From an optimization exercise on the open Yosys and OpenROAD flow, aimed at small area; shortcuts taken in it are not production practice. RTL that was checked went through simulation tests only; none was proved equivalent to the original. No functional check of the RTL was part of runs 1 and 2. The clock cells of runs 4 to 7 come from the design's own scripts or RTL, not from TritonCTS. No driver is modelled on the clock port, so clock power and skew are understated where the tree is cut down; a real chip needs a root buffer or a tree. Power is estimated from default activity; no workload was simulated.

## config.mk

```make
export PLATFORM = sky130hd
export DESIGN_NAME = testpc
export DESIGN_NICKNAME = testpc
export VERILOG_FILES = /design/flow/design.v
export SDC_FILE = /design/flow/constraint.sdc
export NUM_CORES = 4
export LEC_CHECK = 0
export CAP_MARGIN = 20
export CORE_MARGIN = 2
export CORE_UTILIZATION = 70
export SLEW_MARGIN = 20
export SYNTH_HIERARCHICAL = 1
```

## constraint.sdc

```tcl
create_clock -name core_clock -period 16.0 [get_ports {clock}]
set_input_delay 3.2000 -clock core_clock [delete_from_list [all_inputs] [get_ports {clock}]]
set_output_delay 3.2000 -clock core_clock [all_outputs]
set_load 0.01 [all_outputs]
```

## design.v

```verilog
module tp_ao22 (a, b, c, d, y);
	input a, b, c, d;
	output y;
	assign y = (a & b) | (c & d);
endmodule
module tp_aoi222 (a, b, c, d, e, f, y);
	input a, b, c, d, e, f;
	output y;
	assign y = ~((a & b) | (c & d) | (e & f));
endmodule
module tp_aoi22 (a, b, c, d, y);
	input a, b, c, d;
	output y;
	assign y = ~((a & b) | (c & d));
endmodule
module tp_rport (sel, r0, r1, r2, r3, r4, r5, r6, r7, q);
	input [7:0] sel;
	input [15:0] r0, r1, r2, r3, r4, r5, r6, r7;
	output [15:0] q;
	genvar i;
	generate
		for (i = 0; i < 16; i = i + 1) begin : b
			wire n0, n1, n2;
			tp_aoi222 u0 (.a(sel[0]), .b(r0[i]), .c(sel[1]), .d(r1[i]), .e(sel[2]), .f(r2[i]), .y(n0));
			tp_aoi222 u1 (.a(sel[3]), .b(r3[i]), .c(sel[4]), .d(r4[i]), .e(sel[5]), .f(r5[i]), .y(n1));
			tp_aoi22  u2 (.a(sel[6]), .b(r6[i]), .c(sel[7]), .d(r7[i]), .y(n2));
			assign q[i] = ~(n0 & n1 & n2);
		end
	endgenerate
endmodule
module testpc(
	clock,   
	reset,   
	pc,   
	instruction,   
	mem_data,   
	mem_addr,   
	mem_wdata,   
	mwrite_enable,
	mread_enable,
	regwrite_enable,   
	write_addr,   
	reg_write_data   
	);
	input clock, reset;
	input [15:0] instruction, mem_data;
	output [15:0] pc, mem_addr, mem_wdata;
	output [15:0] reg_write_data;
	output mwrite_enable, mread_enable, regwrite_enable;
	output [2:0] write_addr;
	reg [15:0] pc;
	wire [2:0] op = instruction[15:13];
	wire [2:0] rs = instruction[12:10];
	wire [2:0] rt = instruction[9:7];
	wire [2:0] rd = instruction[6:4];
	wire [3:0] fn = instruction[3:0];
	wire [6:0] imm = instruction[6:0];
	wire is_r    = (op == 3'b001);
	wire r_ok    = is_r & ~fn[3] & ~fn[2] & ~(fn[1] & fn[0]);
	wire is_addi = (op == 3'b011);
	wire is_ld   = (op == 3'b100);
	wire is_st   = (op == 3'b101);
	wire is_beq  = (op == 3'b110);
	wire is_jmp  = (op == 3'b111);
	assign regwrite_enable = r_ok | is_addi | is_ld;
	assign mread_enable = is_ld;
	assign mwrite_enable = is_st;
	assign write_addr = (op[2] | op[1]) ? rt : rd;
	reg [15:0] rf0, rf1, rf2, rf3, rf4, rf5, rf6, rf7;
	reg [7:0] valid;
	wire [7:0] we, hold, sel_a, sel_b;
	wire [15:0] ra, rb;
	genvar r, i;
	generate
		for (r = 0; r < 8; r = r + 1) begin : dec
			assign we[r] = regwrite_enable & (write_addr == r);
			assign hold[r] = ~we[r];
			assign sel_a[r] = valid[r] & (rs == r);
			assign sel_b[r] = valid[r] & (rt == r);
		end
	endgenerate
	tp_rport port_a (.sel(sel_a), .r0(rf0), .r1(rf1), .r2(rf2), .r3(rf3),
		.r4(rf4), .r5(rf5), .r6(rf6), .r7(rf7), .q(ra));
	tp_rport port_b (.sel(sel_b), .r0(rf0), .r1(rf1), .r2(rf2), .r3(rf3),
		.r4(rf4), .r5(rf5), .r6(rf6), .r7(rf7), .q(rb));
	wire imm_sel = op[2] ^ op[1];                
	wire inv = ~op[2] & ~op[1] & fn[1];          
	wire sel_and = ~op[2] & ~op[1] & fn[0];      
	wire s_imm = imm_sel;
	wire s_rb = ~imm_sel & ~sel_and;
	wire [15:0] immx = {{9{imm[6]}}, imm};
	wire [15:0] opa, opb, sum;
	wire [16:0] cy;
	assign cy[0] = 1'b0;
	generate
		for (i = 0; i < 16; i = i + 1) begin : alu
			tp_ao22 u_opb (.a(s_imm), .b(immx[i]), .c(s_rb), .d(rb[i]), .y(opb[i]));
			assign opa[i] = (ra[i] & (rb[i] | ~sel_and)) ^ inv;
			assign sum[i] = opa[i] ^ opb[i] ^ cy[i];
			assign cy[i+1] = (opa[i] & opb[i]) | (cy[i] & (opa[i] ^ opb[i]));
		end
	endgenerate
	wire eq = (ra == rb);
	wire not_ld = ~is_ld;
	assign mem_addr = sum;
	assign mem_wdata = rb;
	generate
		for (i = 0; i < 16; i = i + 1) begin : wb
			tp_ao22 u_wd (.a(is_ld), .b(mem_data[i]), .c(not_ld), .d(sum[i]), .y(reg_write_data[i]));
		end
	endgenerate
	wire [15:0] n0, n1, n2, n3, n4, n5, n6, n7;
	generate
		for (i = 0; i < 16; i = i + 1) begin : wr
			tp_ao22 w0 (.a(we[0]), .b(reg_write_data[i]), .c(hold[0]), .d(rf0[i]), .y(n0[i]));
			tp_ao22 w1 (.a(we[1]), .b(reg_write_data[i]), .c(hold[1]), .d(rf1[i]), .y(n1[i]));
			tp_ao22 w2 (.a(we[2]), .b(reg_write_data[i]), .c(hold[2]), .d(rf2[i]), .y(n2[i]));
			tp_ao22 w3 (.a(we[3]), .b(reg_write_data[i]), .c(hold[3]), .d(rf3[i]), .y(n3[i]));
			tp_ao22 w4 (.a(we[4]), .b(reg_write_data[i]), .c(hold[4]), .d(rf4[i]), .y(n4[i]));
			tp_ao22 w5 (.a(we[5]), .b(reg_write_data[i]), .c(hold[5]), .d(rf5[i]), .y(n5[i]));
			tp_ao22 w6 (.a(we[6]), .b(reg_write_data[i]), .c(hold[6]), .d(rf6[i]), .y(n6[i]));
			tp_ao22 w7 (.a(we[7]), .b(reg_write_data[i]), .c(hold[7]), .d(rf7[i]), .y(n7[i]));
		end
	endgenerate
	always @(posedge clock) begin
		rf0 <= n0; rf1 <= n1; rf2 <= n2; rf3 <= n3;
		rf4 <= n4; rf5 <= n5; rf6 <= n6; rf7 <= n7;
	end
	always @(posedge clock or negedge reset) begin
		if (reset == 1'b0)
			valid <= 8'b0;
		else
			valid <= valid | we;
	end
	wire taken = is_beq & eq;
	wire [6:0] pinc = taken ? imm : 7'd1;
	wire [15:0] pc_add;
	wire [16:0] pcy;
	assign pcy[0] = 1'b0;
	generate
		for (i = 0; i < 16; i = i + 1) begin : pc_add_bit
			if (i < 7) begin : fa
				assign pc_add[i] = pc[i] ^ pinc[i] ^ pcy[i];
				assign pcy[i+1] = (pc[i] & pinc[i]) | (pcy[i] & (pc[i] ^ pinc[i]));
			end else begin : ha
				assign pc_add[i] = pc[i] ^ pcy[i];
				assign pcy[i+1] = pc[i] & pcy[i];
			end
		end
	endgenerate
	always @(posedge clock or negedge reset) begin
		if (reset == 1'b0)
			pc <= 16'b0;
		else if (is_jmp)
			pc <= {3'b0, instruction[12:0]};
		else
			pc <= pc_add;
	end
endmodule
```

## flow/run.sh

```bash
#!/bin/bash
set -uo pipefail
bash standard.sh \
  BUFFER_PORTS_ARGS="-buffer_cell sky130_fd_sc_hd__buf_1" \
  CTS_ARGS="-sink_clustering_enable -repair_clock_nets -dont_use_dummy_load -buf_list sky130_fd_sc_hd__clkbuf_4 -root_buf sky130_fd_sc_hd__clkbuf_4" \
  RECOVER_POWER=100 \
  finish > standard.log 2>&1
```

## standard.sh

```bash
#!/bin/bash
# synth_recipe.tcl (not shown) runs the flow's synth.tcl, then flattens the netlist and writes it again
# the make line also repeats each setting of config.mk as NAME=value (left out here)
make -C /OpenROAD-flow-scripts/flow DESIGN_CONFIG=/design/flow/config.mk WORK_HOME=/design/flow/orfs CLKGATE_MAP_FILE= SYNTH_SCRIPT=/design/flow/synth_recipe.tcl "${@:-finish}"
```

==> flow_summary_export.csv, run 1 <==
group,metric,value,unit
synthesis,syn_area_per_cell,11.3,sq um
power_and_ir_drop,pwr-share-comb,45.0,%
clock_tree,cts_hold_buffers,0,
synthesis,synth_nets,739,
power_and_ir_drop,leakagePower,3.43,nW
synthesis,yosysTopAreaCell,"dfxtp_1",
floorplan,die_x,108,um
grt,grt_pass1_vias,7335,
cells_and_area,final_layout_size_suffix_gt1_share,11.3,%
setup_path,slowest_stage,"fa_1",
detailed_routing,wire_per_inst,28.3,um
timing,drv_slew,0,
timing,finClkSkew,0.0283,ns
setup_path,r2r_start,"valid[0]",
synthesis,synthSimpleGateAreaFrac,8.41,%
place,portBuffers,103,
place,dp_slack,1.01,ns
clock_tree,clk_pin_slew,0.09,ns
clock_tree,h-tree-depth,4,
cells_and_area,nFillCells,725,
min_path,hp-class,"flop to flop",
floorplan,start_util,70.9,%
clock_tree,cts-root-buf,"clkbuf_4",
flow_run,maxCapViolations,0,
grt,antenna_found_initial,0,
min_path,hold_start,"valid[0]",
clock_tree,cts_resized,0,
synthesis,synth-xor-area-share,4.04,%
synthesis,synth_area,7590,sq um
synthesis,ys.flop_type,"dfxtp_1",
power_and_ir_drop,ir_drop,0.000150,V
setup_path,cp-startpoint,"instruction[9]",
grt,grt_max_degree,25,
setup_path,cp_data_arrival_time,11.95,ns
detailed_routing,wirelength,26800,um
run_status,status,"no timing/DRC/antenna violations",
clock_tree,clockBufferDepth,2,
synthesis,synth_top_family_by_area,"compound AO/OA/AOI/OAI gates",
timing,max_slew.worst_pin.slew,1.33,ns
power_and_ir_drop,internal-power,0.904,mW
timing,finalHoldViolCount,0,
synthesis,ys_types,39,
synthesis,ys_async_sr_fraction,15.8,%
setup_path,critical_path_class,"input pin to output port",
power_and_ir_drop,p_seq_share,44.6,%
place,gp_congestion,0.940,
timing,min_period,15.15,ns
clock_tree,tritoncts,"yes",
power_and_ir_drop,switching_power,0.699,mW
floorplan,pin_count,104,
synthesis,ys_top_cells_by_count,"a22o_1, dfxtp_1, a222oi_1, inv_1, nand3_1",
place,dpl.hpwl,17100,um
detailed_routing,drt_iter0_drc,1390,
grt,track_usage,45.7,%
synthesis,synthMuxAreaShare,1.78,%
synthesis,synth_edf_count,0,
synthesis,synth.most_common_cell,"a22o_1",
synthesis,synth_top_area_share,33.8,%
clock_tree,cts_buffers,17,
synthesis,ys_seq_area_share,41.7,%
setup_path,crit_fanout,16,
cells_and_area,nNetsFinal,875,
synthesis,synth_seq_cells,152,
detailed_routing,viasPerCell,7.97,
cells_and_area,area_delta_synth_final,11.1,%
grt,grt_overflow,0,
setup_path,worst_setup_path_end_kind,"output port",
detailed_routing,vias,7555,
floorplan,die_h,108,um
detailed_routing,first_pass_iters,9,
timing,fmax,0.0660,GHz
timing,finalWorstSetupSlack,0.852,ns
cells_and_area,antenna_cells,0,
synthesis,yosys_warnings,7,
detailed_routing,ant_nets,0,
clock_tree,cts_num_sinks,152,
floorplan,die-area,11700,sq um
setup_path,start_kind,"input pin",
setup_path,slowest_delay,0.40,ns
power_and_ir_drop,clkPwrFrac,10.3,%
setup_path,cp_num_buf_inv,4,
grt,grt_pass1_wl,40000,um
setup_path,cpMostUsedCell,"fa_1",
synthesis,synth-compound-area-share,34.5,%
setup_path,critPathTopFamily,"adder cells",
timing,tns,0,ns
synthesis,netlist_instances,674,
detailed_routing,remaining_drc_errors,0,
timing,finalSetupViolCount,0,
power_and_ir_drop,netSwitchingFraction,43.6,%
timing,slew_headroom,11.5,%
synthesis,synthAdderAreaFrac,7.09,%
clock_tree,post-cts-setup-buffers,0,
clock_tree,insertion_delay,0.56,ns
synthesis,synth_area_leaders,"dfxtp_1, a22o_1, a222oi_1",
power_and_ir_drop,cellPowerDensity,190,nW/um^2
floorplan,rows,38,
floorplan,core-area,10700,sq um
timing,rsz0062_at_grt,"no",
setup_path,cp.required,12.80,ns
timing,min_period_over_period,94.7,%
[power groups by stage]
stage          Sequential (mW)  Clock, mW  Combinational, mW
5_1_grt                  0.728      0.179              0.773
4_1_cts                  0.704      0.165              0.706
2_1_floorplan            0.675          0              0.476
3_5_place_dp             0.711          0              0.702
3_3_place_gp             0.701          0              0.678
6_report                 0.715      0.166              0.722
[per-stage QoR]
step	power [mW]	instance area [sq um]	instances	hold WS, ns	utilization [%]
floorplan	1.15	7590	674	0.433	-
global placement	1.38	8350	931	0.469	78.0
detailed placement	1.41	8350	931	0.458	78.0
CTS	1.58	8470	948	0.489	79.2
global route	1.68	8430	948	0.511	78.8
finish	1.60	8430	948	0.486	78.8
[worst paths after layout]
| check | end | slack [ns] | depth (start not counted) |
|---|---|---|---|
| worst min register to register | valid[0] | 0.49 | 1 |
| worst max-delay path | reg_write_data[15] | 0.85 | 29 |
| min in group asynchronous | pc[14] | 3.02 | 2 |
| worst max register to register | rf3[15] | 7.22 | 27 |
| worst min-delay path | valid[0] | 0.49 | 1 |
| max in group asynchronous | valid[1] | 12.20 | 2 |
[area by class of cell]
class	instances	area, sq um	area share [%]
clock buffers	17	128	1.51
flip-flops and latches	152	3160	37.5
multi-input cells	473	4270	50.7
inverters	42	158	1.87
well taps	140	175	2.08
repair buffers	124	537	6.37
[layer usage]
metal	track usage, %	wire, um	vias to the layer above
met5	0	0	-
met4	28.0	2110	0
met3	14.6	3830	218
met2	68.6	11400	702
met1	57.5	9470	3584
li1	-	-	3051
[sequential cells by signal, indices dropped and copies added (netlist names)]
register / count
pc: 16
rf0: 16
rf1: 16
rf2: 16
rf3: 16
rf4: 16
rf5: 16
rf6: 16
rf7: 16
valid: 8
[cell usage in the layout (no fill, tap or decap), drive strengths merged, types with 14 or more instances in the layout]
| master | synthesis | final |
|---|---|---|
| o21ai | 19 | 19 |
| xnor2 | 33 | 33 |
| inv | 42 | 42 |
| nand2 | 14 | 14 |
| dfxtp | 128 | 128 |
| clkbuf | 4 | 23 |
| buf | 3 | 118 |
| a22oi | 32 | 32 |
| nand3 | 40 | 40 |
| a22o | 160 | 160 |
| a222oi | 64 | 64 |
| dfrtp | 24 | 24 |
| fa | 20 | 20 |
[Yosys stat by module, one instance, submodules excluded]
module | cell area (sq um) | flip-flops and latches | times used | cells
tp_aoi22 | 12.5 | 0 | 32 | 1
tp_rport | 80.1 | 0 | 2 | 16
testpc | 4990 | 152 | 1 | 386
tp_aoi222 | 10.0 | 0 | 64 | 1
tp_ao22 | 8.76 | 0 | 160 | 1
[kinds of logic after synthesis]
| family | after synthesis |
|---|---|
| AO/OA/AOI/OAI | 287 |
| XOR/XNOR | 35 |
| adder cells (fa/ha/maj) | 31 |
| buffers and inverters | 49 |
| flip-flops | 152 |
| multiplexers | 12 |
| AND/OR/NAND/NOR | 108 |
==> run 2, diff against run 1 <==
--- a/config.mk
+++ b/config.mk
@@ -6,7 +6,7 @@
 export NUM_CORES = 4
 export LEC_CHECK = 0
-export CAP_MARGIN = 20
+export CAP_MARGIN = 0
 export CORE_MARGIN = 2
-export CORE_UTILIZATION = 70
-export SLEW_MARGIN = 20
+export CORE_UTILIZATION = 45
+export SLEW_MARGIN = 0
 export SYNTH_HIERARCHICAL = 1
==> flow_summary_export.csv, run 2 <==
group,metric,value,unit
timing,finalHoldViolCount,0,
power_and_ir_drop,internal-power,0.905,mW
clock_tree,h-tree-depth,4,
place,dpl.hpwl,18500,um
clock_tree,cts-root-buf,"clkbuf_4",
cells_and_area,final_cell_mix,"a22o_1, dfxtp_1, buf_1, a222oi_1, inv_1",
place,gp_congestion,0.956,
setup_path,start_kind,"input pin",
setup_path,cp.required,12.80,ns
timing,fmax,0.0655,GHz
setup_path,crit_fanout,14,
floorplan,start_util,45.9,%
power_and_ir_drop,power.total,1.60,mW
synthesis,netlist_instances,674,
cells_and_area,final_common_cell,"a22o_1",
setup_path,worst_setup_path_end_kind,"output port",
detailed_routing,drt_iter0_drc,1177,
power_and_ir_drop,ir_drop,0.0000926,V
clock_tree,cts_buffers,17,
clock_tree,cts_num_sinks,152,
clock_tree,cts_hold_buffers,0,
cells_and_area,antenna_cells,0,
detailed_routing,first_pass_iters,9,
detailed_routing,met3_length,2720,um
detailed_routing,wirelength,28400,um
setup_path,critical_path_class,"input pin to output port",
timing,finalSetupViolCount,0,
detailed_routing,wire_per_inst,27.4,um
clock_tree,insertion_delay,0.56,ns
clock_tree,clk_pin_slew,0.12,ns
timing,rsz0062_at_grt,"no",
clock_tree,post-cts-setup-buffers,0,
floorplan,die-area,17900,sq um
cells_and_area,nNetsFinal,882,
synthesis,syn_area_per_cell,11.3,sq um
synthesis,synth_area_leaders,"dfxtp_1, a22o_1, a222oi_1",
detailed_routing,met1_length,11700,um
place,portBuffers,103,
floorplan,die_h,134,um
detailed_routing,maxUsedRoutingLayer,"met4",
detailed_routing,wl_met2,12900,um
synthesis,ys_types,39,
floorplan,rows,47,
timing,drv_slew,0,
clock_tree,cts_resized,0,
setup_path,critPathTopFamily,"adder cells",
synthesis,synth_seq_cells,152,
power_and_ir_drop,cellPowerDensity,187,nW/um^2
min_path,hp-class,"flop to flop",
timing,tns,0,ns
setup_path,slowest_delay,0.94,ns
synthesis,ys.flop_type,"dfxtp_1",
setup_path,cp_data_arrival_time,12.06,ns
floorplan,die_x,134,um
timing,slew_headroom,4.89,%
detailed_routing,vias,7198,
synthesis,yosysTopAreaCell,"dfxtp_1",
synthesis,synth_edf_count,0,
flow_run,maxCapViolations,0,
power_and_ir_drop,clkPwrFrac,10.5,%
timing,min_period,15.26,ns
synthesis,synth.most_common_cell,"a22o_1",
run_status,status,"no timing/DRC/antenna violations",
floorplan,pin_count,104,
grt,grt_pass1_wl,42500,um
synthesis,yosys_warnings,7,
timing,finClkSkew,0.0315,ns
detailed_routing,viasPerCell,6.95,
synthesis,synth_area,7590,sq um
grt,grt_pass1_vias,7098,
grt,grt_overflow,0,
synthesis,ys_seq_area_share,41.7,%
detailed_routing,remaining_drc_errors,0,
power_and_ir_drop,p_seq_share,44.5,%
synthesis,synth_nets,739,
clock_tree,tritoncts,"yes",
power_and_ir_drop,switching_power,0.694,mW
timing,min_period_over_period,95.4,%
timing,max_slew.worst_pin.slew,1.43,ns
synthesis,ys_top_cells_by_count,"a22o_1, dfxtp_1, a222oi_1, inv_1, nand3_1",
clock_tree,clockBufferDepth,2,
grt,antenna_found_initial,0,
power_and_ir_drop,pwr-share-comb,45.0,%
synthesis,synth_top_area_share,33.8,%
power_and_ir_drop,leakagePower,3.46,nW
grt,track_usage,31.6,%
setup_path,slowest_stage,"clkbuf_1",
setup_path,cpMostUsedCell,"fa_1",
setup_path,cp_num_buf_inv,3,
power_and_ir_drop,netSwitchingFraction,43.4,%
detailed_routing,ant_nets,0,
synthesis,ys_async_sr_fraction,15.8,%
cells_and_area,final_layout_size_suffix_gt1_share,10.8,%
floorplan,core-area,16500,sq um
cells_and_area,area_delta_synth_final,12.5,%
grt,grt_max_degree,25,
==> run 2: cell types whose count changed in the layout (fill, tap and decap cells not counted), sizes merged <==
cell  before  now
buf      118  125
==> run 2: layout make-up <==
cell class                 count  area, sq um
multi-input combinational    473         4230
tap                          220          275
fill                        1546         7990
inverter                      42          158
sequential                   152         3160
clock buffer                  17          128
timing repair buffer         131          586
==> run 2: logic make-up after synthesis <==
logic type | Yosys count | synth area share, %
buffers and inverters | 49 | 2.56
xor gates and xnor gates | 35 | 4.04
adders and majority gates | 31 | 7.09
muxes | 12 | 1.78
and+or+nand+nor | 108 | 8.41
DFF | 152 | 41.7
AOI/OAI and AO/OA | 287 | 34.5
==> run 2: worst reg2reg max path, stage by stage, from the launching register on <==
cell and delay (ns):
dfrtp_1 0.39, nand2_1 0.06, nor2_1 0.34, clkbuf_1 0.94, a22oi_1 0.25, nand3_1 0.22, o21ai_0 0.16, xnor2_1 0.17
fa_1 0.42, fa_1 0.40, fa_1 0.40, fa_1 0.40, fa_1 0.40, fa_1 0.39, fa_1 0.40, fa_1 0.39
fa_1 0.39, fa_1 0.39, fa_1 0.39, fa_1 0.39, fa_1 0.39, xnor2_1 0.15, xnor2_1 0.14, xnor2_1 0.24
a22o_1 0.36, a22o_1 0.22
==> run 2: power groups by stage <==
stage | clock network, mW | logic [mW] | registers [mW]
6_report | 0.167 | 0.720 | 0.712
5_1_grt | 0.185 | 0.778 | 0.728
4_1_cts | 0.171 | 0.716 | 0.705
3_5_place_dp | 0 | 0.712 | 0.711
3_3_place_gp | 0 | 0.698 | 0.707
2_1_floorplan | 0 | 0.476 | 0.675
==> run 2: modules after synthesis (local to each module, per instance) <==
module     times used  flops+latches
tp_rport            2              0
tp_aoi222          64              0
testpc              1            152
tp_aoi22           32              0
tp_ao22           160              0
==> run 2: worst paths after layout <==
check / endpoint / slack [ns] / cells after the start / startpoint
max reg2reg: rf3[15] / 7.14 / 25 / valid[6]
min in group asynchronous: pc[10] / 2.99 / 2 / reset
max: reg_write_data[15] / 0.74 / 26 / instruction[8]
min: valid[0] / 0.51 / 1 / valid[0]
max in group asynchronous: pc[6] / 12.20 / 2 / reset
min reg2reg: valid[0] / 0.51 / 1 / valid[0]
==> run 2: metal layers <==
layer / global-route usage [%] / vias up
met4: 14.5 / 0
met1: 41.9 / 3536
met3: 7.22 / 91
met5: 0 / -
met2: 49.3 / 518
li1: - / 3053
==> run 2: per-stage QoR <==
| step | utilization (%) | worst slack (ns) | instances | hold slack [ns] | cell area (sq um) |
|---|---|---|---|---|---|
| 3_5_place_dp | 51.5 | 1.05 | 1018 | 0.473 | 8500 |
| 2_1_floorplan | - | 0.824 | 674 | 0.433 | 7590 |
| 6_report | 51.7 | 0.738 | 1035 | 0.508 | 8540 |
| 5_1_grt | 51.7 | 0.374 | 1035 | 0.521 | 8540 |
| 4_1_cts | 52.2 | 0.999 | 1035 | 0.504 | 8630 |
| 3_3_place_gp | 51.5 | 1.28 | 1018 | 0.473 | 8500 |
==> run 3, diff against run 2 <==
--- a/design.v
+++ b/design.v
@@ -13,4 +13,26 @@
 	output y;
 	assign y = ~((a & b) | (c & d));
+endmodule
+module tp_and4 (a, b, c, d, y);
+	input a, b, c, d;
+	output y;
+	assign y = a & b & c & d;
+endmodule
+module tp_and3 (a, b, c, y);
+	input a, b, c;
+	output y;
+	assign y = a & b & c;
+endmodule
+module tp_fa (a, b, c, s, co);
+	input a, b, c;
+	output s, co;
+	assign s = a ^ b ^ c;
+	assign co = (a & b) | (c & (a ^ b));
+endmodule
+module tp_ha (a, b, s, co);
+	input a, b;
+	output s, co;
+	assign s = a ^ b;
+	assign co = a & b;
 endmodule
 module tp_rport (sel, r0, r1, r2, r3, r4, r5, r6, r7, q);
@@ -66,16 +88,29 @@
 	assign mread_enable = is_ld;
 	assign mwrite_enable = is_st;
-	assign write_addr = (op[2] | op[1]) ? rt : rd;
+	wire wsel = op[2] | op[1];
+	wire wsel_n = ~wsel;
+	genvar r, i;
+	generate
+		for (i = 0; i < 3; i = i + 1) begin : wa
+			tp_ao22 u (.a(wsel), .b(rt[i]), .c(wsel_n), .d(rd[i]), .y(write_addr[i]));
+		end
+	endgenerate
 	reg [15:0] rf0, rf1, rf2, rf3, rf4, rf5, rf6, rf7;
 	reg [7:0] valid;
 	wire [7:0] we, hold, sel_a, sel_b;
 	wire [15:0] ra, rb;
-	genvar r, i;
+	wire [2:0] rs_n = ~rs, rt_n = ~rt;
+	wire [2:0] wa_n = ~write_addr;
+	wire wa2_1 = regwrite_enable & write_addr[2];
+	wire wa2_0 = regwrite_enable & wa_n[2];
 	generate
 		for (r = 0; r < 8; r = r + 1) begin : dec
-			assign we[r] = regwrite_enable & (write_addr == r);
+			tp_and3 u_we (.a(r[2] ? wa2_1 : wa2_0), .b(r[1] ? write_addr[1] : wa_n[1]),
+				.c(r[0] ? write_addr[0] : wa_n[0]), .y(we[r]));
 			assign hold[r] = ~we[r];
-			assign sel_a[r] = valid[r] & (rs == r);
-			assign sel_b[r] = valid[r] & (rt == r);
+			tp_and4 u_sa (.a(valid[r]), .b(r[2] ? rs[2] : rs_n[2]),
+				.c(r[1] ? rs[1] : rs_n[1]), .d(r[0] ? rs[0] : rs_n[0]), .y(sel_a[r]));
+			tp_and4 u_sb (.a(valid[r]), .b(r[2] ? rt[2] : rt_n[2]),
+				.c(r[1] ? rt[1] : rt_n[1]), .d(r[0] ? rt[0] : rt_n[0]), .y(sel_b[r]));
 		end
 	endgenerate
@@ -91,12 +126,14 @@
 	wire [15:0] immx = {{9{imm[6]}}, imm};
 	wire [15:0] opa, opb, sum;
-	wire [16:0] cy;
-	assign cy[0] = 1'b0;
+	wire [16:1] cy;
 	generate
 		for (i = 0; i < 16; i = i + 1) begin : alu
 			tp_ao22 u_opb (.a(s_imm), .b(immx[i]), .c(s_rb), .d(rb[i]), .y(opb[i]));
 			assign opa[i] = (ra[i] & (rb[i] | ~sel_and)) ^ inv;
-			assign sum[i] = opa[i] ^ opb[i] ^ cy[i];
-			assign cy[i+1] = (opa[i] & opb[i]) | (cy[i] & (opa[i] ^ opb[i]));
+			if (i == 0) begin : h
+				tp_ha u_add (.a(opa[i]), .b(opb[i]), .s(sum[i]), .co(cy[i+1]));
+			end else begin : f
+				tp_fa u_add (.a(opa[i]), .b(opb[i]), .c(cy[i]), .s(sum[i]), .co(cy[i+1]));
+			end
 		end
 	endgenerate
@@ -136,14 +173,24 @@
 	wire [6:0] pinc = taken ? imm : 7'd1;
 	wire [15:0] pc_add;
-	wire [16:0] pcy;
-	assign pcy[0] = 1'b0;
+	wire [16:1] pcy;
 	generate
 		for (i = 0; i < 16; i = i + 1) begin : pc_add_bit
-			if (i < 7) begin : fa
-				assign pc_add[i] = pc[i] ^ pinc[i] ^ pcy[i];
-				assign pcy[i+1] = (pc[i] & pinc[i]) | (pcy[i] & (pc[i] ^ pinc[i]));
+			if (i == 0) begin : ha0
+				tp_ha u (.a(pc[i]), .b(pinc[i]), .s(pc_add[i]), .co(pcy[i+1]));
+			end else if (i < 7) begin : fa
+				tp_fa u (.a(pc[i]), .b(pinc[i]), .c(pcy[i]), .s(pc_add[i]), .co(pcy[i+1]));
 			end else begin : ha
-				assign pc_add[i] = pc[i] ^ pcy[i];
-				assign pcy[i+1] = pc[i] & pcy[i];
+				tp_ha u (.a(pc[i]), .b(pcy[i]), .s(pc_add[i]), .co(pcy[i+1]));
+			end
+		end
+	endgenerate
+	wire [15:0] pc_next;
+	wire not_jmp = ~is_jmp;
+	generate
+		for (i = 0; i < 16; i = i + 1) begin : pcm
+			if (i < 13) begin : m
+				tp_ao22 u (.a(is_jmp), .b(instruction[i]), .c(not_jmp), .d(pc_add[i]), .y(pc_next[i]));
+			end else begin : z
+				assign pc_next[i] = not_jmp & pc_add[i];
 			end
 		end
@@ -152,8 +199,6 @@
 		if (reset == 1'b0)
 			pc <= 16'b0;
-		else if (is_jmp)
-			pc <= {3'b0, instruction[12:0]};
 		else
-			pc <= pc_add;
+			pc <= pc_next;
 	end
 endmodule
==> flow/run.sh (replaced) <==
#!/bin/bash
set -uo pipefail
R=orfs/results/sky130hd/testpc/base
bash standard.sh synth > synth.log 2>&1 || exit 1
SYNTH_ODB=$R/1_synth.odb \
TECH_LEF=$FLOW_HOME/platforms/sky130hd/lef/sky130_fd_sc_hd.tlef \
SC_LEF=$FLOW_HOME/platforms/sky130hd/lef/sky130_fd_sc_hd_merged.lef \
  openroad -no_init -exit flow/downsize.tcl > downsize.log 2>&1 || exit 1
touch $R/1_synth.sdc
bash standard.sh \
  BUFFER_PORTS_ARGS="-buffer_cell sky130_fd_sc_hd__buf_1" \
  CTS_ARGS="-sink_clustering_enable -repair_clock_nets -dont_use_dummy_load -buf_list sky130_fd_sc_hd__clkbuf_8 -root_buf sky130_fd_sc_hd__clkbuf_8 -sink_clustering_size 16 -sink_clustering_max_diameter 60" \
  RECOVER_POWER=100 \
  finish > standard.log 2>&1
==> flow/downsize.tcl (new file) <==
# Set every combinational cell of the synthesized netlist to the smallest
# drive strength of its kind; the resizer's repair steps later upsize or
# buffer only where slew, capacitance or timing need it. Registers keep
# their cell type (only combinational cells are touched).
set db [ord::get_db]
set odb_file $::env(SYNTH_ODB)
read_db $odb_file
set block [ord::get_db_block]
set lib [lindex [$db getLibs] end]
set masters [dict create]
foreach l [$db getLibs] {
  foreach m [$l getMasters] { dict set masters [$m getName] $m }
}
set n 0
foreach inst [$block getInsts] {
  set m [$inst getMaster]
  set name [$m getName]
  if {![regexp {^(sky130_fd_sc_hd__)([a-z0-9]+)_([0-9]+)$} $name -> pre base size]} continue
  # leave sequential, clock, tie and physical cells alone
  if {[regexp {^(df|edf|sdf|sedf|dl|clk|conb|tap|fill|decap|diode)} $base]} continue
  set best ""
  foreach s {0 1 2} {
    if {$s >= $size} break
    if {[dict exists $masters ${pre}${base}_$s]} {
      set cand [dict get $masters ${pre}${base}_$s]
      if {$best eq "" || [$cand getWidth] < [$best getWidth]} { set best $cand }
    }
  }
  if {$best ne "" && [$best getWidth] < [$m getWidth]} {
    $inst swapMaster $best
    incr n
  }
}
puts "downsized $n instances"
write_db $odb_file
--- a/config.mk
+++ b/config.mk
@@ -8,5 +8,5 @@
 export CAP_MARGIN = 0
 export CORE_MARGIN = 2
-export CORE_UTILIZATION = 45
+export CORE_UTILIZATION = 60
 export SLEW_MARGIN = 0
 export SYNTH_HIERARCHICAL = 1
==> flow_summary_export.csv, run 3 <==
group,metric,value,unit
min_path,hold_start,"valid[0]",
power_and_ir_drop,switching_power,0.676,mW
timing,min_period_over_period,94.4,%
clock_tree,tritoncts,"yes",
cells_and_area,multiInputGateArea,3910,sq um
run_status,status,"no timing/DRC/antenna violations",
clock_tree,post-cts-setup-buffers,0,
clock_tree,cts_hold_buffers,0,
timing,fmax,0.0662,GHz
clock_tree,cts_resized,0,
clock_tree,clockBufferDepth,2,
grt,track_usage,40.6,%
cells_and_area,antenna_cells,0,
timing,finalSetupViolCount,0,
power_and_ir_drop,pwr-share-comb,43.0,%
grt,antenna_found_initial,0,
setup_path,r2r_start,"valid[3]",
clock_tree,insertion_delay,0.46,ns
synthesis,synth_nets,688,
power_and_ir_drop,clkPwrFrac,13.3,%
setup_path,crit_fanout,16,
cells_and_area,seq_area,3160,sq um
timing,drv_slew,0,
detailed_routing,drt_iter0_drc,1461,
cells_and_area,final_common_cell,"a22o_1",
setup_path,cp.required,12.80,ns
power_and_ir_drop,netSwitchingFraction,41.9,%
setup_path,r2r-end,"rf0[15]",
clock_tree,cts-root-buf,"clkbuf_8",
timing,min_period,15.10,ns
synthesis,yosys_warnings,7,
floorplan,die_h,113,um
floorplan,pin_count,104,
clock_tree,h-tree-depth,4,
flow_run,maxCapViolations,0,
detailed_routing,viasPerCell,7.84,
setup_path,cp_data_arrival_time,11.90,ns
cells_and_area,final_layout_size_suffix_gt1_share,4.75,%
timing,max_slew.worst_pin.slew,1.32,ns
detailed_routing,vias,7063,
setup_path,reg2regPathDepth,23,
setup_path,critical_path_class,"input pin to output port",
detailed_routing,ant_nets,0,
cells_and_area,area_delta_synth_final,12.6,%
detailed_routing,wire_per_inst,29.0,um
timing,finClkSkew,0.0301,ns
setup_path,r2r_slack,7.14,ns
timing,slew_headroom,11.7,%
grt,grt_pass1_vias,7066,
cells_and_area,utilization,70.1,%
power_and_ir_drop,leakagePower,3.38,nW
power_and_ir_drop,ir_drop,0.000134,V
floorplan,rows,39,
floorplan,die_x,113,um
power_and_ir_drop,internal-power,0.938,mW
power_and_ir_drop,p_seq_share,43.7,%
floorplan,core-area,11500,sq um
detailed_routing,wirelength,26100,um
synthesis,syn_area_per_cell,11.5,sq um
grt,grt_pass1_wl,39600,um
clock_tree,cts_num_sinks,152,
grt,grt_overflow,0,
timing,finalHoldViolCount,0,
setup_path,crit_path_end,"reg_write_data[15]",
power_and_ir_drop,cellPowerDensity,200,nW/um^2
synthesis,netlist_instances,621,
clock_tree,cts_buffers,17,
grt,grt_max_degree,25,
place,place_area,7870,sq um
clock_tree,clk_pin_slew,0.05,ns
timing,rsz0062_at_grt,"no",
cells_and_area,final_cell_mix,"a22o_1, dfxtp_1, buf_1, a222oi_1, nand3_1",
timing,tns,0,ns
place,dpl.hpwl,17000,um
setup_path,worst_setup_path_end_kind,"output port",
detailed_routing,remaining_drc_errors,0,
detailed_routing,first_pass_iters,12,
place,gp_congestion,0.970,
cells_and_area,final_cell_area,8070,sq um
synthesis,synth_area,7170,sq um
cells_and_area,nFillCells,904,
cells_and_area,nNetsFinal,827,
min_path,hp-class,"flop to flop",
setup_path,cp-startpoint,"instruction[8]",
place,portBuffers,103,
floorplan,die-area,12800,sq um
setup_path,start_kind,"input pin",
floorplan,start_util,62.2,%
[run 3: changes by cell type in the layout (fill, tap and decap cells not counted), sizes merged, moves of 8 or more]
cell   before  now
nand2      14    2
a22o      160  176
inv        42   22
buf       125  112
xnor2      33   16
and4        1   16
mux2       12    0
and3        6   14
nor2        9    1
xor2        2   16
[run 3: stage by stage]
step           hold slack [ns]  worst slack [ns]  cells  total power, mW
2_1_floorplan            0.444              1.97    621             1.13
3_3_place_gp             0.472              1.28    884             1.35
3_5_place_dp             0.468              1.09    884             1.37
4_1_cts                  0.486              1.06    901             1.59
5_1_grt                  0.510             0.611    901             1.69
6_report                 0.486             0.902    901             1.61
[run 3: worst max-delay path: stages]
cell	delay [ns]
clkbuf_1	0.22
inv_1	0.12
and4_1	0.49
a222oi_1	0.45
nand3_1	0.22
o21ai_0	0.24
xor2_1	0.10
ha_1	0.22
fa_1	0.39
fa_1	0.39
fa_1	0.40
fa_1	0.40
fa_1	0.43
fa_1	0.40
fa_1	0.40
fa_1	0.39
fa_1	0.41
fa_1	0.40
fa_1	0.39
fa_1	0.39
fa_1	0.39
fa_1	0.40
fa_1	0.52
a22o_1	0.32
buf_1	0.19
[run 3: worst min-delay path by stage]
stage                    end  slack, ns  cells past startpoint
floorplan           valid[0]       0.44                      1
global placement      rf3[9]       0.47                      1
detailed placement  valid[6]       0.47                      1
CTS                 valid[0]       0.49                      1
global route          rf7[9]       0.51                      1
finish              valid[0]       0.49                      1
[run 3: final cells by class]
type	instances	share of cell area, %
well taps	143	2.22
inverters	22	1.02
multi-input cells	445	48.5
clock buffers	17	2.90
flip-flops and latches	152	39.2
repair buffers	122	6.19
[run 3: power groups by stage]
stage	clock (mW)	combinational [mW]	sequential, mW
after floorplan	0	0.472	0.660
after global placement	0	0.657	0.695
after detailed placement	0	0.675	0.699
after CTS	0.216	0.679	0.694
after global routing	0.232	0.742	0.719
final	0.215	0.694	0.704
[run 3: per-layer routing]
metal  vias to the layer above  global-route usage [%]  routed length, um
met5                         -                       0                  0
met4                         0                    25.4               1710
met3                       141                    12.6               3770
met2                       625                    60.5              11300
met1                      3364                    51.5               9370
li1                       2933                       -                  -
==> run 4, diff against run 3 <==
==> flow/run.sh (replaced) <==
#!/bin/bash
set -uo pipefail
R=orfs/results/sky130hd/testpc/base
bash standard.sh synth > synth.log 2>&1 || exit 1
SYNTH_ODB=$R/1_synth.odb openroad -no_init -exit flow/downsize.tcl > downsize.log 2>&1 || exit 1
touch $R/1_synth.sdc
CTS_LEAVES=12 CTS_LEAF_BUF=sky130_fd_sc_hd__clkbuf_8 CTS_ROOT_BUF=sky130_fd_sc_hd__clkbuf_8 \
bash standard.sh \
  BUFFER_PORTS_ARGS="-buffer_cell sky130_fd_sc_hd__buf_1" \
  PRE_CTS_TCL=$PWD/flow/manual_cts.tcl \
  RECOVER_POWER=100 \
  finish > standard.log 2>&1
==> flow/manual_cts.tcl (new file) <==
# Manual clock tree: balanced k-means clusters of the clock sinks, one clock
# per cluster at its centroid, all leaf buffers driven by the clock port net
# (or by one root buffer). Then legalize.
proc manual_cts { nclusters leaf_master root_master } {
  set block [ord::get_db_block]
  set db [ord::get_db]
  set net [$block findNet clock]
  set sinks {}
  foreach it [$net getITerms] {
    if {[$it isInputSignal]} { lappend sinks $it }
  }
  # sink coordinates
  set pts {}
  foreach it $sinks {
    set inst [$it getInst]
    set bb [$inst getBBox]
    lappend pts [list [expr {([$bb xMin]+[$bb xMax])/2.0}] [expr {([$bb yMin]+[$bb yMax])/2.0}]]
  }
  set n [llength $pts]
  # init centroids: spread along sorted x then y (deterministic)
  set idx [lsort -integer -increasing [lrange [lsort -indices -real -index 0 $pts] 0 end]]
  set order [lsort -indices -real -index 0 $pts]
  set cents {}
  for {set k 0} {$k < $nclusters} {incr k} {
    set j [lindex $order [expr {int(($k + 0.5) * $n / $nclusters)}]]
    lappend cents [lindex $pts $j]
  }
  set cap [expr {int(ceil(double($n) / $nclusters)) + 2}]
  for {set iter 0} {$iter < 50} {incr iter} {
    # balanced assignment: greedy by distance with capacity
    set pairs {}
    for {set i 0} {$i < $n} {incr i} {
      lassign [lindex $pts $i] x y
      for {set k 0} {$k < $nclusters} {incr k} {
        lassign [lindex $cents $k] cx cy
        lappend pairs [list [expr {abs($x-$cx)+abs($y-$cy)}] $i $k]
      }
    }
    set pairs [lsort -real -index 0 $pairs]
    set assign [lrepeat $n -1]
    set cnt [lrepeat $nclusters 0]
    foreach p $pairs {
      lassign $p d i k
      if {[lindex $assign $i] >= 0} continue
      if {[lindex $cnt $k] >= $cap} continue
      lset assign $i $k
      lset cnt $k [expr {[lindex $cnt $k] + 1}]
    }
    set newc {}
    for {set k 0} {$k < $nclusters} {incr k} {
      set sx 0; set sy 0; set c 0
      for {set i 0} {$i < $n} {incr i} {
        if {[lindex $assign $i] == $k} { lassign [lindex $pts $i] x y; set sx [expr {$sx+$x}]; set sy [expr {$sy+$y}]; incr c }
      }
      if {$c > 0} { lappend newc [list [expr {$sx/$c}] [expr {$sy/$c}]] } else { lappend newc [lindex $cents $k] }
    }
    set cents $newc
  }
  set leafm [$db findMaster $leaf_master]
  set drv_net $net
  if {$root_master ne ""} {
    set rootm [$db findMaster $root_master]
    set sx 0; set sy 0
    foreach c $cents { set sx [expr {$sx+[lindex $c 0]}]; set sy [expr {$sy+[lindex $c 1]}] }
    set rinst [odb::dbInst_create $block $rootm clkbuf_root]
    $rinst setLocation [expr {int($sx/$nclusters)}] [expr {int($sy/$nclusters)}]
    $rinst setPlacementStatus PLACED
    set rnet [odb::dbNet_create $block clknet_root]
    $rnet setSigType CLOCK
    [$rinst findITerm A] connect $net
    [$rinst findITerm X] connect $rnet
    set drv_net $rnet
  }
  for {set k 0} {$k < $nclusters} {incr k} {
    set inst [odb::dbInst_create $block $leafm clkbuf_leaf_$k]
    lassign [lindex $cents $k] cx cy
    $inst setLocation [expr {int($cx)}] [expr {int($cy)}]
    $inst setPlacementStatus PLACED
    set lnet [odb::dbNet_create $block clknet_leaf_$k]
    $lnet setSigType CLOCK
    [$inst findITerm A] connect $drv_net
    [$inst findITerm X] connect $lnet
    for {set i 0} {$i < $n} {incr i} {
      if {[lindex $assign $i] == $k} {
        set it [lindex $sinks $i]
        $it disconnect
        $it connect $lnet
      }
    }
  }
  $net setSigType CLOCK
  puts "manual_cts: $nclusters clusters of [join $cnt ,] sinks, leaf $leaf_master, root '$root_master'"
}

# Used as the PRE_CTS_TCL hook of ORFS's cts.tcl: clock_tree_synthesis is
# replaced by the manual tree above (CTS_LEAVES leaf buffers of CTS_LEAF_BUF,
# one root buffer CTS_ROOT_BUF driven by the clock port).
rename clock_tree_synthesis orfs_clock_tree_synthesis
proc clock_tree_synthesis { args } {
  manual_cts $::env(CTS_LEAVES) $::env(CTS_LEAF_BUF) $::env(CTS_ROOT_BUF)
}
==> flow_summary_export.csv, run 4 <==
group,metric,value,unit
run_status,status,"no timing/DRC/antenna violations",
cells_and_area,antenna_cells,0,
timing,rsz0062_at_grt,"no",
synthesis,yosys_warnings,7,
place,numPlacedInstances,884,
floorplan,rows,39,
cells_and_area,final_cell_area,8020,sq um
floorplan,core-area,11500,sq um
detailed_routing,vias,7002,
setup_path,cp.required,12.80,ns
clock_tree,cts_hold_buffers,0,
floorplan,start_util,62.2,%
cells_and_area,nNetsFinal,823,
setup_path,critical_path_class,"input pin to output port",
detailed_routing,viasPerCell,7.81,
detailed_routing,first_pass_iters,12,
place,gp_congestion,0.970,
setup_path,start_kind,"input pin",
setup_path,slowest_stage,"fa_1",
setup_path,cp_data_arrival_time,11.91,ns
synthesis,synth_nets,688,
setup_path,worst_setup_path_end_kind,"output port",
timing,min_period_over_period,94.4,%
clock_tree,clk_pin_slew,0.06,ns
grt,grt_max_degree,25,
synthesis,syn_area_per_cell,11.5,sq um
detailed_routing,wirelength,26100,um
floorplan,die_h,113,um
cells_and_area,instances_no_fill,897,
grt,grt_pass1_vias,7018,
timing,finClkSkew,0.0358,ns
power_and_ir_drop,ir_drop,0.000120,V
grt,antenna_found_initial,0,
grt,track_usage,39.4,%
cells_and_area,final_layout_size_suffix_gt1_share,4.24,%
timing,finalHoldViolCount,0,
detailed_routing,remaining_drc_errors,0,
place,portBuffers,103,
synthesis,netlist_instances,621,
power_and_ir_drop,leakagePower,3.35,nW
floorplan,pin_count,104,
grt,grt_overflow,0,
place,dpl.hpwl,17000,um
timing,tns,0,ns
detailed_routing,wire_per_inst,29.1,um
timing,min_period,15.11,ns
floorplan,die-area,12800,sq um
timing,drv_slew,0,
detailed_routing,ant_nets,0,
setup_path,cp_num_buf_inv,3,
floorplan,die_x,113,um
timing,finalSetupViolCount,0,
clock_tree,post-cts-setup-buffers,0,
setup_path,slowest_delay,0.52,ns
setup_path,critPathTopFamily,"adder cells",
cells_and_area,area_delta_synth_final,11.9,%
power_and_ir_drop,cellPowerDensity,199,nW/um^2
place,place_area,7870,sq um
grt,grt_pass1_wl,39600,um
timing,fmax,0.0662,GHz
synthesis,synth_area,7170,sq um
min_path,hp-class,"flop to flop",
detailed_routing,drt_iter0_drc,1213,
setup_path,cpMostUsedCell,"fa_1",
setup_path,crit_fanout,16,
clock_tree,insertion_delay,0.47,ns
timing,max_slew.worst_pin.slew,1.33,ns
timing,slew_headroom,11.5,%
cells_and_area,final_common_cell,"a22o_1",
clock_tree,cts_resized,0,
cells_and_area,final_cell_mix,"a22o_1, dfxtp_1, buf_1, a222oi_1, nand3_1",
setup_path,r2r_slack,7.12,ns
flow_run,maxCapViolations,0,
==> run 4: layer usage <==
| metal | share of wire (%) | GRT usage, % |
|---|---|---|
| met1 | 37 | 52.0 |
| met2 | 44 | 59.6 |
| met3 | 14 | 9.53 |
| met4 | 5.7 | 22.1 |
| met5 | 0 | 0 |
==> run 4: area by class of cell <==
class	instances	area, sq um
fillers	919	3500
plain buffers	13	179
well taps	143	179
repair buffers	122	499
inverters	22	82.6
multi-input cells	445	3910
flip-flops and latches	152	3160
==> run 4: report_power, final <==
part	internal, mW	total [mW]	leakage (nW)	switching [mW]
clock	0.0722	0.194	0.0935	0.122
sequential	0.552	0.703	1.35	0.151
combinational	0.291	0.695	1.91	0.404
==> run 4: metrics by stage <==
| stage | power (mW) | hold slack [ns] | util (%) | worst slack, ns |
|---|---|---|---|---|
| 2_1_floorplan | 1.13 | 0.444 | - | 1.97 |
| 4_1_cts | 1.52 | 0.475 | 69.9 | 1.06 |
| 3_3_place_gp | 1.35 | 0.472 | 68.4 | 1.28 |
| 5_1_grt | 1.67 | 0.517 | 69.6 | 0.600 |
| 6_report | 1.59 | 0.497 | 69.6 | 0.892 |
| 3_5_place_dp | 1.37 | 0.468 | 68.4 | 1.09 |
==> run 4: final timing paths <==
kind                                start                 end  cells past startpoint
setup / recovery           instruction[8]  reg_write_data[15]                     25
hold / removal                   valid[0]            valid[0]                      1
setup reg to reg                 valid[3]             rf0[15]                     23
hold reg to reg                  valid[0]            valid[0]                      1
max in group asynchronous           reset            valid[1]                      2
min in group asynchronous           reset            valid[3]                      2
==> run 5, diff against run 4 <==
--- a/flow/manual_cts.tcl
+++ b/flow/manual_cts.tcl
@@ -1,3 +1,3 @@
-# Manual clock tree: balanced k-means clusters of the clock sinks, one clock
+# Manual clock tree: balanced k-means clusters of the clock sinks, one clock buffer
 # per cluster at its centroid, all leaf buffers driven by the clock port net
 # (or by one root buffer). Then legalize.
--- a/config.mk
+++ b/config.mk
@@ -6,7 +6,8 @@
 export NUM_CORES = 4
 export LEC_CHECK = 0
-export CAP_MARGIN = 0
+export CAP_MARGIN = 20
 export CORE_MARGIN = 2
 export CORE_UTILIZATION = 60
-export SLEW_MARGIN = 0
+export GPL_TIMING_DRIVEN = 0
+export SLEW_MARGIN = 20
 export SYNTH_HIERARCHICAL = 1
==> flow_summary_export.csv, run 5 <==
group,metric,value,unit
run_status,status,"no timing/DRC/antenna violations",
clock_tree,clk_pin_slew,0.09,ns
flow_run,maxCapViolations,0,
timing,finalWorstSetupSlack,0.488,ns
grt,grt_pass1_vias,7008,
detailed_routing,first_pass_iters,8,
detailed_routing,vias,7076,
detailed_routing,drt_iter0_drc,1584,
power_and_ir_drop,internal-power,0.913,mW
detailed_routing,remaining_drc_errors,0,
power_and_ir_drop,switching_power,0.660,mW
setup_path,cp_data_arrival_time,12.31,ns
timing,tns,0,ns
cells_and_area,final_common_cell,"a22o_1",
timing,min_period_over_period,96.9,%
clock_tree,cts_hold_buffers,0,
grt,grt_overflow,0,
grt,grt_util_met3,8.46,%
cells_and_area,nNetsFinal,808,
min_path,hp-class,"flop to flop",
grt,antenna_found_initial,0,
timing,rsz0062_at_grt,"no",
timing,max_slew.worst_pin.slew,1.33,ns
timing,fmax,0.0645,GHz
synthesis,yosys_warnings,7,
timing,min_period,15.51,ns
floorplan,pin_count,104,
synthesis,syn_area_per_cell,11.5,sq um
grt,track_usage,39.8,%
grt,grt_pass1_wl,39800,um
grt,grt_max_degree,25,
setup_path,cp.required,12.80,ns
clock_tree,cts_resized,0,
cells_and_area,final_layout_size_suffix_gt1_share,3.11,%
power_and_ir_drop,cellPowerDensity,198,nW/um^2
clock_tree,insertion_delay,0.46,ns
timing,drv_slew,0,
timing,finClkSkew,0.0277,ns
cells_and_area,nFillCells,949,
synthesis,synth_area,7170,sq um
power_and_ir_drop,clkPwrFrac,12.3,%
floorplan,die-area,12800,sq um
grt,busiest_layer,"met2",
power_and_ir_drop,p_seq_share,44.0,%
timing,finalHoldViolCount,0,
place,dp_slack,0.784,ns
cells_and_area,area_delta_synth_final,10.6,%
detailed_routing,viasPerCell,8.02,
cells_and_area,final_cell_mix,"a22o_1, dfxtp_1, buf_1, a222oi_1, nand3_1",
setup_path,critical_path_class,"input pin to output port",
cells_and_area,instances_no_fill,882,
floorplan,die_h,113,um
floorplan,start_util,62.2,%
detailed_routing,wire_per_inst,29.9,um
timing,finalSetupViolCount,0,
setup_path,start_kind,"input pin",
floorplan,die_x,113,um
synthesis,synth_nets,688,
place,dpl.hpwl,16100,um
detailed_routing,ant_nets,0,
place,gp_congestion,0.930,
setup_path,worst_setup_path_end_kind,"output port",
synthesis,netlist_instances,621,
grt,grt.met1_usage,52.9,%
floorplan,core-area,11500,sq um
clock_tree,post-cts-setup-buffers,0,
setup_path,crit_fanout,16,
cells_and_area,antenna_cells,0,
power_and_ir_drop,pwr-share-comb,43.8,%
place,numPlacedInstances,869,
detailed_routing,wirelength,26400,um
timing,slew_headroom,10.9,%
place,portBuffers,103,
floorplan,rows,39,
power_and_ir_drop,netSwitchingFraction,42.0,%
power_and_ir_drop,leakagePower,3.29,nW
power_and_ir_drop,ir_drop,0.000122,V
grt,met2_usage,62.1,%
[run 5: layout make-up]
| class | instances | area [sq um] | area share [%] |
|---|---|---|---|
| Multi-Input combinational cell | 445 | 3920 | 49.4 |
| Sequential cell | 152 | 3160 | 39.9 |
| Timing Repair Buffer | 105 | 402 | 5.06 |
| Buffer | 15 | 186 | 2.35 |
| Tap cell | 143 | 179 | 2.26 |
| Inverter | 22 | 82.6 | 1.04 |
[run 5: power by group through the flow]
| stage | clock network [mW] | registers, mW | logic (mW) |
|---|---|---|---|
| after floorplan | 0 | 0.660 | 0.472 |
| after detailed placement | 0 | 0.686 | 0.668 |
| final | 0.193 | 0.692 | 0.688 |
| after global placement | 0 | 0.675 | 0.646 |
| after CTS | 0.141 | 0.691 | 0.672 |
| after global routing | 0.207 | 0.708 | 0.735 |
[run 5: stage by stage]
step / util (%) / hold WS, ns / cell area [sq um] / power, mW
after floorplan: - / 0.444 / 7170 / 1.13
final: 68.9 / 0.487 / 7930 / 1.57
after global routing: 68.9 / 0.506 / 7930 / 1.65
after global placement: 67.1 / 0.471 / 7730 / 1.32
after detailed placement: 67.4 / 0.468 / 7760 / 1.35
after CTS: 68.9 / 0.472 / 7940 / 1.50
[run 5: final timing paths]
path                                            to            from  cells past startpoint  slack [ns]
worst max-delay path            reg_write_data[15]  instruction[7]                     25        0.49
worst min-delay path                      valid[2]        valid[2]                      1        0.49
worst max register to register             rf5[15]        valid[0]                     23        6.77
worst min register to register            valid[2]        valid[2]                      1        0.49
max in group asynchronous                 valid[1]           reset                      1       12.25
min in group asynchronous                   pc[15]           reset                      1        2.99
[run 5: routing by layer]
layer / share of wire, % / vias up
met5: 0 / -
met4: 5.0 / 0
met3: 13 / 128
met2: 45 / 627
met1: 37 / 3432
li1: - / 2889
[run 5: critical path: stages]
cell and delay [ns]:
clkbuf_1 0.24, inv_1 0.13, and4_1 0.55, a222oi_1 0.48, nand3_1 0.28, o21ai_0 0.27
xor2_1 0.10, ha_1 0.25, fa_1 0.39, fa_1 0.40, fa_1 0.41, fa_1 0.41
fa_1 0.43, fa_1 0.42, fa_1 0.40, fa_1 0.38, fa_1 0.44, fa_1 0.42
fa_1 0.40, fa_1 0.43, fa_1 0.40, fa_1 0.42, fa_1 0.52, a22o_1 0.33
buf_1 0.20
==> run 6, diff against run 5 <==
--- a/flow/run.sh
+++ b/flow/run.sh
@@ -5,5 +5,5 @@
 SYNTH_ODB=$R/1_synth.odb openroad -no_init -exit flow/downsize.tcl > downsize.log 2>&1 || exit 1
 touch $R/1_synth.sdc
-CTS_LEAVES=12 CTS_LEAF_BUF=sky130_fd_sc_hd__clkbuf_8 CTS_ROOT_BUF=sky130_fd_sc_hd__clkbuf_8 \
+CTS_LEAVES=10 CTS_LEAF_BUF=sky130_fd_sc_hd__clkbuf_8 CTS_ROOT_BUF=sky130_fd_sc_hd__clkbuf_8 \
 bash standard.sh \
   BUFFER_PORTS_ARGS="-buffer_cell sky130_fd_sc_hd__buf_1" \
--- a/config.mk
+++ b/config.mk
@@ -8,5 +8,5 @@
 export CAP_MARGIN = 20
 export CORE_MARGIN = 2
-export CORE_UTILIZATION = 60
+export CORE_UTILIZATION = 70
 export GPL_TIMING_DRIVEN = 0
 export SLEW_MARGIN = 20
==> flow_summary_export.csv, run 6 <==
group,metric,value,unit
detailed_routing,wire_per_inst,30.4,um
detailed_routing,maxUsedRoutingLayer,"met4",
synthesis,synth_nets,688,
setup_path,cp.required,12.80,ns
synthesis,synth_area,7170,sq um
timing,holdWs,0.505,ns
cells_and_area,area_delta_synth_final,9.93,%
grt,grt_pass1_vias,7176,
synthesis,yosys_warnings,7,
cells_and_area,final_common_cell,"a22o_1",
timing,slew_headroom,-10.4,%
grt,grt_max_degree,25,
floorplan,die_h,105,um
floorplan,die_x,105,um
setup_path,start_kind,"input pin",
clock_tree,cts_hold_buffers,0,
place,portBuffers,103,
detailed_routing,drt_iter0_drc,1535,
power_and_ir_drop,internal-power,0.901,mW
detailed_routing,met3_length,4270,um
floorplan,rows,36,
min_path,hp-class,"flop to flop",
setup_path,cp_data_arrival_time,12.45,ns
place,place_area,7740,sq um
setup_path,critical_path_class,"input pin to output port",
clock_tree,cts_resized,0,
clock_tree,post-cts-setup-buffers,0,
cells_and_area,nNetsFinal,805,
cells_and_area,final_layout_size_suffix_gt1_share,2.72,%
place,dpl.hpwl,15900,um
detailed_routing,wl_met2,11400,um
timing,drv_slew,10,
place,gp_congestion,0.921,
run_status,status,"finished with violations",
clock_tree,clk_pin_slew,0.09,ns
timing,min_period,15.65,ns
power_and_ir_drop,cellPowerDensity,199,nW/um^2
detailed_routing,met1_length,8790,um
power_and_ir_drop,ir_drop,0.000120,V
grt,track_usage,46.1,%
detailed_routing,first_pass_iters,10,
flow_run,maxCapViolations,1,
cells_and_area,antenna_cells,0,
detailed_routing,vias,7344,
power_and_ir_drop,switching_power,0.663,mW
cells_and_area,final_cell_area,7880,sq um
power_and_ir_drop,p_seq_share,44.6,%
synthesis,syn_area_per_cell,11.5,sq um
timing,tns,0,ns
run_status,so_faults,"max-capacitance violations, max-slew violations",
timing,finalSetupViolCount,0,
detailed_routing,remaining_drc_errors,0,
timing,finalHoldViolCount,0,
timing,min_period_over_period,97.8,%
detailed_routing,ant_nets,0,
detailed_routing,wirelength,26400,um
power_and_ir_drop,netSwitchingFraction,42.4,%
synthesis,netlist_instances,621,
timing,finClkSkew,0.0256,ns
grt,grt_pass1_wl,39800,um
power_and_ir_drop,leakagePower,3.27,nW
floorplan,start_util,72.7,%
power_and_ir_drop,clkPwrFrac,11.3,%
floorplan,die-area,11100,sq um
clock_tree,insertion_delay,0.45,ns
setup_path,worst_setup_path_end_kind,"output port",
timing,rsz0062_at_grt,"no",
cells_and_area,nFillCells,645,
floorplan,pin_count,104,
setup_path,crit_fanout,16,
grt,grt_overflow,0,
grt,antenna_found_initial,0,
timing,max_slew.worst_pin.slew,1.64,ns
detailed_routing,viasPerCell,8.45,
timing,fmax,0.0639,GHz
cells_and_area,final_cell_mix,"a22o_1, dfxtp_1, buf_1, a222oi_1, nand3_1",
floorplan,core-area,9860,sq um
power_and_ir_drop,pwr-share-comb,44.1,%
==> run 6: power by group through the flow <==
stage | combinational [mW] | sequential, mW | clock [mW]
3_5_place_dp | 0.664 | 0.691 | 0
6_report | 0.690 | 0.698 | 0.176
5_1_grt | 0.732 | 0.712 | 0.187
2_1_floorplan | 0.472 | 0.660 | 0
4_1_cts | 0.669 | 0.696 | 0.129
3_3_place_gp | 0.638 | 0.674 | 0
==> run 6: area by class of cell <==
class / count / area [sq um] / share of cell area (%)
well taps: 133 / 166 / 2.11
plain buffers: 13 / 159 / 2.02
repair buffers: 104 / 390 / 4.95
inverters: 22 / 82.6 / 1.05
multi-input cells: 445 / 3920 / 49.7
flip-flops and latches: 152 / 3160 / 40.1
==> run 6: critical path: stages <==
cell	delay (ns)
clkbuf_1	0.15
inv_1	0.14
and4_1	0.99
a22oi_1	0.24
nand3_1	0.26
o21ai_0	0.16
xor2_1	0.17
ha_1	0.28
fa_1	0.40
fa_1	0.39
fa_1	0.42
fa_1	0.42
fa_1	0.40
fa_1	0.43
fa_1	0.42
fa_1	0.40
fa_1	0.45
fa_1	0.44
fa_1	0.40
fa_1	0.41
fa_1	0.40
fa_1	0.41
fa_1	0.51
a22o_1	0.34
buf_1	0.19
==> run 6: stage by stage <==
step	worst slack, ns	power [mW]	cells	util, %
finish	0.353	1.56	869	79.9
global route	0.245	1.63	869	79.9
CTS	0.702	1.49	869	80.0
detailed placement	0.754	1.35	858	78.5
global placement	0.861	1.31	857	78.3
floorplan	1.97	1.13	621	-
==> run 6: routing by layer <==
layer,GRT usage [%],vias up
met5,0,-
met4,27.0,0
met3,16.0,233
met2,69.7,768
met1,57.0,3459
li1,-,2884
==> run 6: final timing paths <==
check                                     from            endpoint  slack (ns)  cells past startpoint
worst max-delay path            instruction[7]  reg_write_data[15]        0.35                     25
worst min-delay path                  valid[7]            valid[7]        0.50                      1
worst max register to register        valid[6]             rf5[15]        6.55                     23
worst min register to register        valid[7]            valid[7]        0.50                      1
max in group asynchronous                reset            valid[1]       12.24                      1
min in group asynchronous                reset            valid[7]        3.01                      1
==> run 7, diff against run 6 <==
--- a/flow/run.sh
+++ b/flow/run.sh
@@ -5,5 +5,5 @@
 SYNTH_ODB=$R/1_synth.odb openroad -no_init -exit flow/downsize.tcl > downsize.log 2>&1 || exit 1
 touch $R/1_synth.sdc
-CTS_LEAVES=10 CTS_LEAF_BUF=sky130_fd_sc_hd__clkbuf_8 CTS_ROOT_BUF=sky130_fd_sc_hd__clkbuf_8 \
+CTS_LEAVES=12 CTS_LEAF_BUF=sky130_fd_sc_hd__clkbuf_8 CTS_ROOT_BUF=sky130_fd_sc_hd__clkbuf_4 \
 bash standard.sh \
   BUFFER_PORTS_ARGS="-buffer_cell sky130_fd_sc_hd__buf_1" \
--- a/config.mk
+++ b/config.mk
@@ -8,5 +8,5 @@
 export CAP_MARGIN = 20
 export CORE_MARGIN = 2
-export CORE_UTILIZATION = 70
+export CORE_UTILIZATION = 60
 export GPL_TIMING_DRIVEN = 0
 export SLEW_MARGIN = 20
==> flow_summary_export.csv, run 7 <==
group,metric,value,unit
floorplan,start_util,62.2,%
detailed_routing,ant_nets,0,
floorplan,rows,39,
min_path,hold-path-cell-count,1,
power_and_ir_drop,netSwitchingFraction,42.1,%
timing,rsz0062_at_grt,"no",
setup_path,start_kind,"input pin",
floorplan,core-area,11500,sq um
setup_path,r2r-end,"rf5[15]",
clock_tree,post-cts-setup-buffers,0,
clock_tree,clk_pin_slew,0.09,ns
setup_path,cp_data_arrival_time,12.32,ns
power_and_ir_drop,p_seq_share,44.0,%
grt,track_usage,39.8,%
synthesis,yosys_warnings,7,
cells_and_area,area_delta_synth_final,10.6,%
timing,finalSetupViolCount,0,
grt,grt_max_degree,25,
detailed_routing,viasPerCell,7.99,
setup_path,worst_setup_path_end_kind,"output port",
timing,drv_slew,0,
place,gp_congestion,0.930,
cells_and_area,nNetsFinal,808,
setup_path,critPathTopFamily,"adder cells",
flow_run,maxCapViolations,0,
min_path,hold_start,"valid[2]",
timing,max_slew.worst_pin.slew,1.39,ns
cells_and_area,nFillCells,952,
setup_path,reg2regPathDepth,23,
cells_and_area,final_cell_mix,"a22o_1, dfxtp_1, buf_1, a222oi_1, nand3_1",
min_path,hp-class,"flop to flop",
cells_and_area,final_layout_size_suffix_gt1_share,3.11,%
setup_path,slowest_stage,"and4_1",
place,portBuffers,103,
setup_path,critical_path_class,"input pin to output port",
grt,grt_pass1_wl,39700,um
floorplan,die_x,113,um
setup_path,slowest_delay,0.55,ns
grt,grt_pass1_vias,7014,
detailed_routing,remaining_drc_errors,0,
timing,holdWs,0.494,ns
clock_tree,insertion_delay,0.61,ns
timing,min_period,15.52,ns
setup_path,r2r_slack,6.74,ns
min_path,hold_path_end,"valid[2]",
setup_path,crit_fanout,16,
floorplan,die_h,113,um
timing,finalHoldViolCount,0,
timing,finClkSkew,0.0257,ns
detailed_routing,drt_iter0_drc,1414,
clock_tree,cts_hold_buffers,0,
power_and_ir_drop,pwr-share-comb,43.9,%
synthesis,syn_area_per_cell,11.5,sq um
cells_and_area,antenna_cells,0,
floorplan,die-area,12800,sq um
setup_path,r2r_start,"valid[0]",
synthesis,synth_area,7170,sq um
power_and_ir_drop,clkPwrFrac,12.1,%
grt,antenna_found_initial,0,
setup_path,cp.required,12.80,ns
timing,tns,0,ns
clock_tree,cts_resized,0,
power_and_ir_drop,leakagePower,3.29,nW
floorplan,pin_count,104,
timing,min_period_over_period,97.0,%
power_and_ir_drop,switching_power,0.661,mW
synthesis,synth_nets,688,
detailed_routing,wire_per_inst,30.0,um
cells_and_area,final_common_cell,"a22o_1",
detailed_routing,wirelength,26500,um
detailed_routing,first_pass_iters,9,
power_and_ir_drop,internal-power,0.909,mW
timing,slew_headroom,6.88,%
synthesis,netlist_instances,621,
run_status,status,"no timing/DRC/antenna violations",
power_and_ir_drop,ir_drop,0.000122,V
setup_path,cpMostUsedCell,"fa_1",
place,dpl.hpwl,16100,um
grt,grt_overflow,0,
detailed_routing,vias,7043,
setup_path,cp_num_buf_inv,3,
power_and_ir_drop,cellPowerDensity,198,nW/um^2
timing,fmax,0.0645,GHz
## run 7: power by group through the flow
| stage | Combinational, mW | Clock (mW) | Sequential, mW |
|---|---|---|---|
| after detailed placement | 0.668 | 0 | 0.686 |
| after CTS | 0.672 | 0.139 | 0.691 |
| after global placement | 0.646 | 0 | 0.675 |
| final | 0.689 | 0.190 | 0.691 |
| after floorplan | 0.472 | 0 | 0.660 |
| after global routing | 0.735 | 0.203 | 0.708 |
## run 7: how the worst max path moves through the flow
stage                         endpoint           start  cells past startpoint
detailed placement  reg_write_data[15]  instruction[9]                     25
floorplan           reg_write_data[15]  instruction[8]                     23
global route        reg_write_data[15]  instruction[7]                     25
finish              reg_write_data[15]  instruction[8]                     25
global placement    reg_write_data[15]  instruction[8]                     25
CTS                 reg_write_data[15]  instruction[8]                     25
## run 7: layer usage
metal	vias to the layer above	track usage (%)	part of all wire [%]
met5	-	0	0
met4	0	19.1	5.2
met3	123	8.41	13
met2	655	62.1	44
met1	3377	52.9	37
li1	2888	-	-
## run 7: stage by stage
step | std cells | area, sq um | setup slack [ns] | total power [mW] | utilization [%]
6_report | 882 | 7920 | 0.485 | 1.57 | 68.8
2_1_floorplan | 621 | 7170 | 1.97 | 1.13 | -
4_1_cts | 882 | 7930 | 0.739 | 1.50 | 68.9
3_5_place_dp | 869 | 7760 | 0.784 | 1.35 | 67.4
5_1_grt | 882 | 7920 | 0.314 | 1.65 | 68.8
3_3_place_gp | 867 | 7730 | 0.834 | 1.32 | 67.1
## run 7: layout make-up
cell class              instances  area [sq um]  area share, %
inverters                      22          82.6           1.04
flip-flops and latches        152          3160           39.9
plain buffers                  15           180           2.27
multi-input cells             445          3920           49.4
well taps                     143           179           2.26
repair buffers                105           402           5.07

separate check: timing with driven ports:
The results above use ideal ports. As a check the final layouts listed here were re-extracted and re-timed, cells and wires unchanged. Step 1 sets driving cells, clkbuf_16 on the clock port and buf_2 on the other inputs (assumed; they add their load-dependent delay and slew). Step 2 adds t to the input delays and takes it off the output delays; t is the mean of the earliest and latest rising clock arrival at the registers after step 1. Input paths then give back, and output paths get back, about the clock's delay inside the block. Slacks: no drivers / after step 1 / after step 2; pairs: no drivers / after step 1.
run | shift t [ns] | setup WS [ns] | worst setup path after step 2 | worst register clock-pin slew, ns | worst data-port slew with drivers (ns)
run 1 | 0.579 | 0.852 / 0.829 / 0.829 | input to output | 0.12 / 0.12 | 0.03
run 2 | 0.585 | 0.738 / 0.712 / 0.712 | input to output | 0.12 / 0.12 | 0.04
run 3 | 0.477 | 0.902 / 0.877 / 0.877 | input to output | 0.08 / 0.08 | 0.04
run 4 | 0.494 | 0.892 / 0.867 / 0.867 | input to output | 0.10 / 0.10 | 0.04
run 5 | 0.482 | 0.488 / 0.463 / 0.463 | input to output | 0.09 / 0.09 | 0.03
run 6 | 0.474 | 0.353 / 0.329 / 0.329 | input to output | 0.11 / 0.11 | 0.04
run 7 | 0.631 | 0.485 / 0.459 / 0.459 | input to output | 0.09 / 0.09 | 0.03
